From an optimization exercise on the open Yosys and OpenROAD flow, aimed at small area and a short achievable clock period; shortcuts taken in it are not production practice.
At most, simulation tests tie the RTL to the original design; equivalence was not proved.

==> flow/design.v <==
module t2c_late (
    input left, mid, right,    
    input mL, mF, mR,          
    input [3:0] dh,            
    input decide,              
    input at40,                
    input sp,                  
    input pm, cm, bm,          
    input [2:0] move,
    input [1:0] dirn, dL, dR, dU,        
    input [3:0] x, xp, xm, y, yp, ym,    
    input [8:0] xh,                      
    output [2:0] move_d,
    output [1:0] dirn_d,
    output [3:0] x_d, y_d,
    output pm_d, bm_d, cm_d,
    output [8:0] wr                      
);
  wire fL = ~left & ~mL;
  wire fF = ~mid & ~mF;
  wire fR = ~right & ~mR;
  wire nof = ~(fL | fF | fR);
  wire block = (fL & ~fF & ~fR) | (~fL & fF & ~fR) | (~fL & ~fF & fR);
  wire uf = sp & ((left & mid & ~right) | (left & ~mid & right) | (~left & mid & right));
  wire sL = decide & ~uf & fL;
  wire sF = decide & ~uf & ~fL & fF;
  wire sR = decide & ~uf & ~fL & ~fF & fR;
  wire sU = decide & (uf | (nof & ~at40));
  wire hold = ~(sL | sF | sR | sU);
  wire selN = dh[0] & sF | dh[1] & sL | dh[2] & sU | dh[3] & sR;
  wire selE = dh[0] & sR | dh[1] & sF | dh[2] & sL | dh[3] & sU;
  wire selS = dh[0] & sU | dh[1] & sR | dh[2] & sF | dh[3] & sL;
  wire selW = dh[0] & sL | dh[1] & sU | dh[2] & sR | dh[3] & sF;
  wire holdx = ~(selE | selW);
  wire holdy = ~(selN | selS);
  wire wm = decide & (pm & block | nof & ~at40);    
  assign move_d = ({3{sL}} & 3'd2) | ({3{sF}} & 3'd1) | ({3{sR}} & 3'd3) | ({3{sU}} & 3'd4) |
                  ({3{hold}} & move);
  assign dirn_d = ({2{sL}} & dL) | ({2{sF}} & dirn) | ({2{sR}} & dR) | ({2{sU}} & dU) |
                  ({2{hold}} & dirn);
  assign x_d = ({4{selE}} & xp) | ({4{selW}} & xm) | ({4{holdx}} & x);
  assign y_d = ({4{selS}} & yp) | ({4{selN}} & ym) | ({4{holdy}} & y);
  assign pm_d = decide ? (cm | wm) : pm;
  assign bm_d = hold ? bm : (cm | wm);
  assign cm_d = hold ? cm : (sU & bm);
  assign wr = xh & {9{wm}};
endmodule
module t2c_maze_explorer (
    input clk,
    input rst_n,
    input left,
    mid,
    right,   
    output reg [2:0] move
);
  reg [1:0] st;         
  reg [3:0] x_pos, y_pos;
  reg [1:0] dirn;       
  reg flag2;
  reg cm;               
  reg bm;               
  reg pm;               
  reg mN, mE, mS, mW;   
  wire [80:0] mark;     
  wire idle = ~st[1] & ~st[0];
  wire decide = st[1] & ~st[0];
  wire [15:0] xa, ya;   
  genvar gi, gj;
  generate
    for (gi = 0; gi < 16; gi = gi + 1) begin : g_dec
      assign xa[gi] = (x_pos == gi);
      assign ya[gi] = (y_pos == gi);
    end
  endgenerate
  wire [8:0] xh = xa[8:0], yh = ya[8:0];
  wire [8:0] col_y;     
  wire [8:0] row_x;     
  generate
    for (gi = 0; gi < 9; gi = gi + 1) begin : g_pl
      wire [8:0] a, b;
      for (gj = 0; gj < 9; gj = gj + 1) begin : g_t
        assign a[gj] = mark[gi*9+gj] & yh[gj];
        assign b[gj] = mark[gj*9+gi] & xh[gj];
      end
      assign col_y[gi] = |a;
      assign row_x[gi] = |b;
    end
  endgenerate
  wire x_out = |xa[15:9];
  wire y_out = |ya[15:9];
  always @(posedge clk) begin
    mE <= y_out | (|(col_y[8:1] & xa[7:0])) | (|xa[14:8]) | (xa[15] & col_y[0]);
    mW <= y_out | (|(col_y[8:0] & xa[9:1])) | xa[0] | (|xa[15:10]);
    mS <= x_out | (|(row_x[8:1] & ya[7:0])) | (|ya[14:8]) | (ya[15] & row_x[0]);
    mN <= x_out | (|(row_x[8:0] & ya[9:1])) | ya[0] | (|ya[15:10]);
  end
  wire [3:0] dh = {dirn == 2'd3, dirn == 2'd2, dirn == 2'd1, dirn == 2'd0};
  wire mL = dh[0] & mW | dh[1] & mN | dh[2] & mE | dh[3] & mS;
  wire mF = dh[0] & mN | dh[1] & mE | dh[2] & mS | dh[3] & mW;
  wire mR = dh[0] & mE | dh[1] & mS | dh[2] & mW | dh[3] & mN;
  wire at40 = xa[4] & ya[0];
  wire sp = at40 & ~flag2;
  wire [3:0] xp = {x_pos[3] ^ (&x_pos[2:0]), x_pos[2] ^ (&x_pos[1:0]), x_pos[1] ^ x_pos[0], ~x_pos[0]};
  wire [3:0] xm = {x_pos[3] ^ ~(|x_pos[2:0]), x_pos[2] ^ ~(|x_pos[1:0]), x_pos[1] ^ ~x_pos[0], ~x_pos[0]};
  wire [3:0] yp = {y_pos[3] ^ (&y_pos[2:0]), y_pos[2] ^ (&y_pos[1:0]), y_pos[1] ^ y_pos[0], ~y_pos[0]};
  wire [3:0] ym = {y_pos[3] ^ ~(|y_pos[2:0]), y_pos[2] ^ ~(|y_pos[1:0]), y_pos[1] ^ ~y_pos[0], ~y_pos[0]};
  wire [1:0] dL = {dirn[1] ^ ~dirn[0], ~dirn[0]};
  wire [1:0] dR = {dirn[1] ^ dirn[0], ~dirn[0]};
  wire [1:0] dU = {~dirn[1], dirn[0]};
  wire [2:0] move_d;
  wire [1:0] dirn_d;
  wire [3:0] x_d, y_d;
  wire pm_d, bm_d, cm_d;
  wire [8:0] wr;
  t2c_late u_late (
      .left(left), .mid(mid), .right(right), .mL(mL), .mF(mF), .mR(mR), .dh(dh),
      .decide(decide), .at40(at40), .sp(sp), .pm(pm), .cm(cm), .bm(bm), .move(move),
      .dirn(dirn), .dL(dL), .dR(dR), .dU(dU), .x(x_pos), .xp(xp), .xm(xm),
      .y(y_pos), .yp(yp), .ym(ym), .xh(xh),
      .move_d(move_d), .dirn_d(dirn_d), .x_d(x_d), .y_d(y_d),
      .pm_d(pm_d), .bm_d(bm_d), .cm_d(cm_d), .wr(wr));
  always @(posedge clk or negedge rst_n) begin
    if (!rst_n) begin
      st <= 2'b00;
      move <= 3'd0;
      dirn <= 2'd0;
      x_pos <= 4'd4;
      y_pos <= 4'd8;
      flag2 <= 1'b0;
      cm <= 1'b1;
      bm <= 1'b1;
      pm <= 1'b1;
    end else begin
      st <= {st[1] | st[0], ~st[0]};
      if (decide && at40) flag2 <= 1'b1;
      move <= move_d;
      dirn <= dirn_d;
      x_pos <= x_d;
      y_pos <= y_d;
      pm <= pm_d;
      bm <= bm_d;
      cm <= cm_d;
    end
  end
  generate
    for (gi = 0; gi < 9; gi = gi + 1) begin : g_wi
      for (gj = 0; gj < 9; gj = gj + 1) begin : g_wj
        if (gi == 4 && gj == 8) begin : g_start
          assign mark[gi*9+gj] = 1'b1;
        end else begin : g_cell
          reg m_n;   
          always @(posedge clk) m_n <= (m_n | idle) & ~(wr[gi] & yh[gj]);
          assign mark[gi*9+gj] = ~m_n;
        end
      end
    end
  endgenerate
endmodule
export LEC_CHECK = 0
export CAP_MARGIN = 20
export CORE_MARGIN = 2
export CORE_UTILIZATION = 55
export SLEW_MARGIN = 20
create_clock -name core_clock -period 9.0 [get_ports {clk}]
standard.sh (not shown) runs the stock make flow with config.mk's settings and CLKGATE_MAP_FILE= SYNTH_SCRIPT=/design/flow/synth_recipe.tcl, a recipe that flattens the netlist after the stock synthesis.
==> flow/flow/run.sh <==
#!/bin/bash
# Own layout flow: the standard flow, except that the synthesised netlist
# comes from the same synthesis script with different ABC mapping (see
# flow/mysynth.tcl and flow/settings.sh) and without the adder-cell mapping.
# Registers (names and cell types) are those of the standard synthesis; this
# is checked below, and the standard netlist is used if they differ.
set -euo pipefail
W=$PWD
F=$W/flow
R=$W/orfs/results/$FLOW_PLATFORM/t2c_maze_explorer/base
source $F/settings.sh

bash standard.sh synth > $W/log_std_synth.txt 2>&1
cp $R/1_2_yosys.v $W/std_1_2_yosys.v

# 2. own synthesis in a separate ORFS work folder
make -C $FLOW_HOME DESIGN_CONFIG=$W/config.mk WORK_HOME=$W/own \
  CLKGATE_MAP_FILE= SYNTH_SCRIPT=$F/mysynth.tcl synth > $W/log_own_synth.txt 2>&1
OWN=$W/own/results/$FLOW_PLATFORM/t2c_maze_explorer/base/1_2_yosys.v

regs() { grep -E '^ *sky130_fd_sc_hd__(df|ed|sd)[a-z]*_[0-9]+ ' "$1" | awk '{print $1, $2}' | sed 's/_[0-9]* / /' | sort; }
regs $R/1_2_yosys.v > $W/regs_std.txt
regs $OWN > $W/regs_own.txt
if cmp -s $W/regs_std.txt $W/regs_own.txt; then
  cp $OWN $R/1_2_yosys.v
  echo "own synthesis used" > $W/log_synth_choice.txt
else
  echo "register mismatch; keeping the standard synthesis" > $W/log_synth_choice.txt
fi

# 3. the rest of the standard flow on that netlist
export SETUP_SLACK_MARGIN=$FLOW_SETUP_MARGIN
bash standard.sh > $W/log_flow.txt 2>&1
==> flow/flow/settings.sh <==
# settings for flow/run.sh
export MY_ABC_SCRIPT=$F/area.abc   # ABC script for the design
export FLOW_SETUP_MARGIN=6.0       # repair_timing setup margin (ns)
Other scripts of this flow, unchanged in this note and not shown: flow/flow/area.abc, flow/flow/mysynth.tcl
The first run finished with timing, DRC and antenna clean.
Edit:
==> flow/flow/settings.sh (replaced) <==
# settings for flow/run.sh
export MY_ABC_SCRIPT=$F/area.abc   # ABC script for the design
export MY_KEEP=t2c_late            # module mapped on its own, delay-driven
export MY_KEEP_D=300               # its ABC delay target (ps)
export FLOW_SETUP_MARGIN=6.0       # repair_timing setup margin (ns)
The changed run ran to the end with no violations.
Wire length came out higher by 47%.
Final cell count came out higher by 15%.
Worst setup slack improves by 0.13 ns.
Fmax came out higher by 4.1%.
First-iteration DRC count came out higher by 150%.

* * *

Another version of the RTL of t2c_maze_explorer (not shown whole).
For scale: ~540 cells after synthesis, roughly 0.0048 sq mm of cells after synthesis.
// t2c_maze_explorer
module t2c_maze_explorer (
    input clk,
    input rst_n,
    input left,
    mid,
    right,   
    output reg [2:0] move
);
export LEC_CHECK = 0
export CAP_MARGIN = 20
export CORE_MARGIN = 2
export CORE_UTILIZATION = 55
export SLEW_MARGIN = 20
create_clock -name core_clock -period 9.0 [get_ports {clk}]
==> flow/flow/settings.sh <==
# settings for flow/run.sh
export MY_ABC_SCRIPT=$F/area.abc   # ABC script for the design
export MY_KEEP=t2c_late            # module mapped on its own, delay-driven
export MY_KEEP_D=300               # its ABC delay target (ps)
export FLOW_SETUP_MARGIN=5.8       # repair_timing setup margin (ns)
Scripts as last shown in full above: flow/flow/run.sh
Other scripts of this flow, unchanged in this note and not shown: flow/flow/area.abc, flow/flow/mysynth.tcl
Rerun with:
--- a/flow/flow/settings.sh
+++ b/flow/flow/settings.sh
@@ -0,0 +1 @@
+# settings for flow/run.sh
Settings changed: CORE_UTILIZATION 55 to 50.
=>
- clock skew hardly moves
- cell area is lower slightly
- utilization fell by 5.3 points
- flip-flop and latch count stays the same
- non-clock buffer count grows by 3
Rerun with:
--- a/flow/flow/settings.sh
+++ b/flow/flow/settings.sh
@@ -1 +0,0 @@
-# settings for flow/run.sh
@@ -6 +5 @@
-export FLOW_SETUP_MARGIN=5.8       # repair_timing setup margin (ns)
+export FLOW_SETUP_MARGIN=6.0       # repair_timing setup margin (ns)
Settings changed: CORE_UTILIZATION 50 to 55.
Outcome: Critical path depth went down by 3. Non-clock buffer count went up by 20. Worst setup slack is better by 0.097 ns. Die area went down by 8.7%.
No functional check of the RTL was part of any run of this note.

-- what the ideal ports hide --
The results above use ideal ports. As a check the final layouts listed here were re-extracted and re-timed, cells and wires unchanged.
Step 1 sets driving cells, clkbuf_16 on the clock port and buf_2 on the other inputs (assumed; they add their load-dependent delay and slew).
Step 2 times the ports against the registers' clock, not the clock port: input delays grow and output delays shrink by t, the midpoint of the rising clock arrivals with the driver on.
Three values: ideal ports, drivers, drivers and shift; two values: the first two.
run	t (ns)	slack for setup (ns)	slew at the worst register clock pin (ns)	worst slew at a driven data input, ns	cell pins on the clock port's net
the first run of note 1	0.406	5.663 / 5.659 / 5.252	0.11 / 0.11	0.06	1
the second run of note 1	0.456	5.795 / 5.786 / 5.330	0.11 / 0.11	0.06	1
the first run of note 2	0.409	5.874 / 5.878 / 5.469	0.11 / 0.11	0.03	1
the second run of note 2	0.403	5.866 / 5.866 / 5.482	0.10 / 0.10	0.04	1
the third run of note 2	0.415	5.963 / 5.947 / 5.532	0.12 / 0.12	0.07	1
After both steps setup and hold are still met in every run listed. The setup slack of the second run of note 1, which loses most, moves by -0.009 ns with the drivers and by -0.465 ns with both steps.
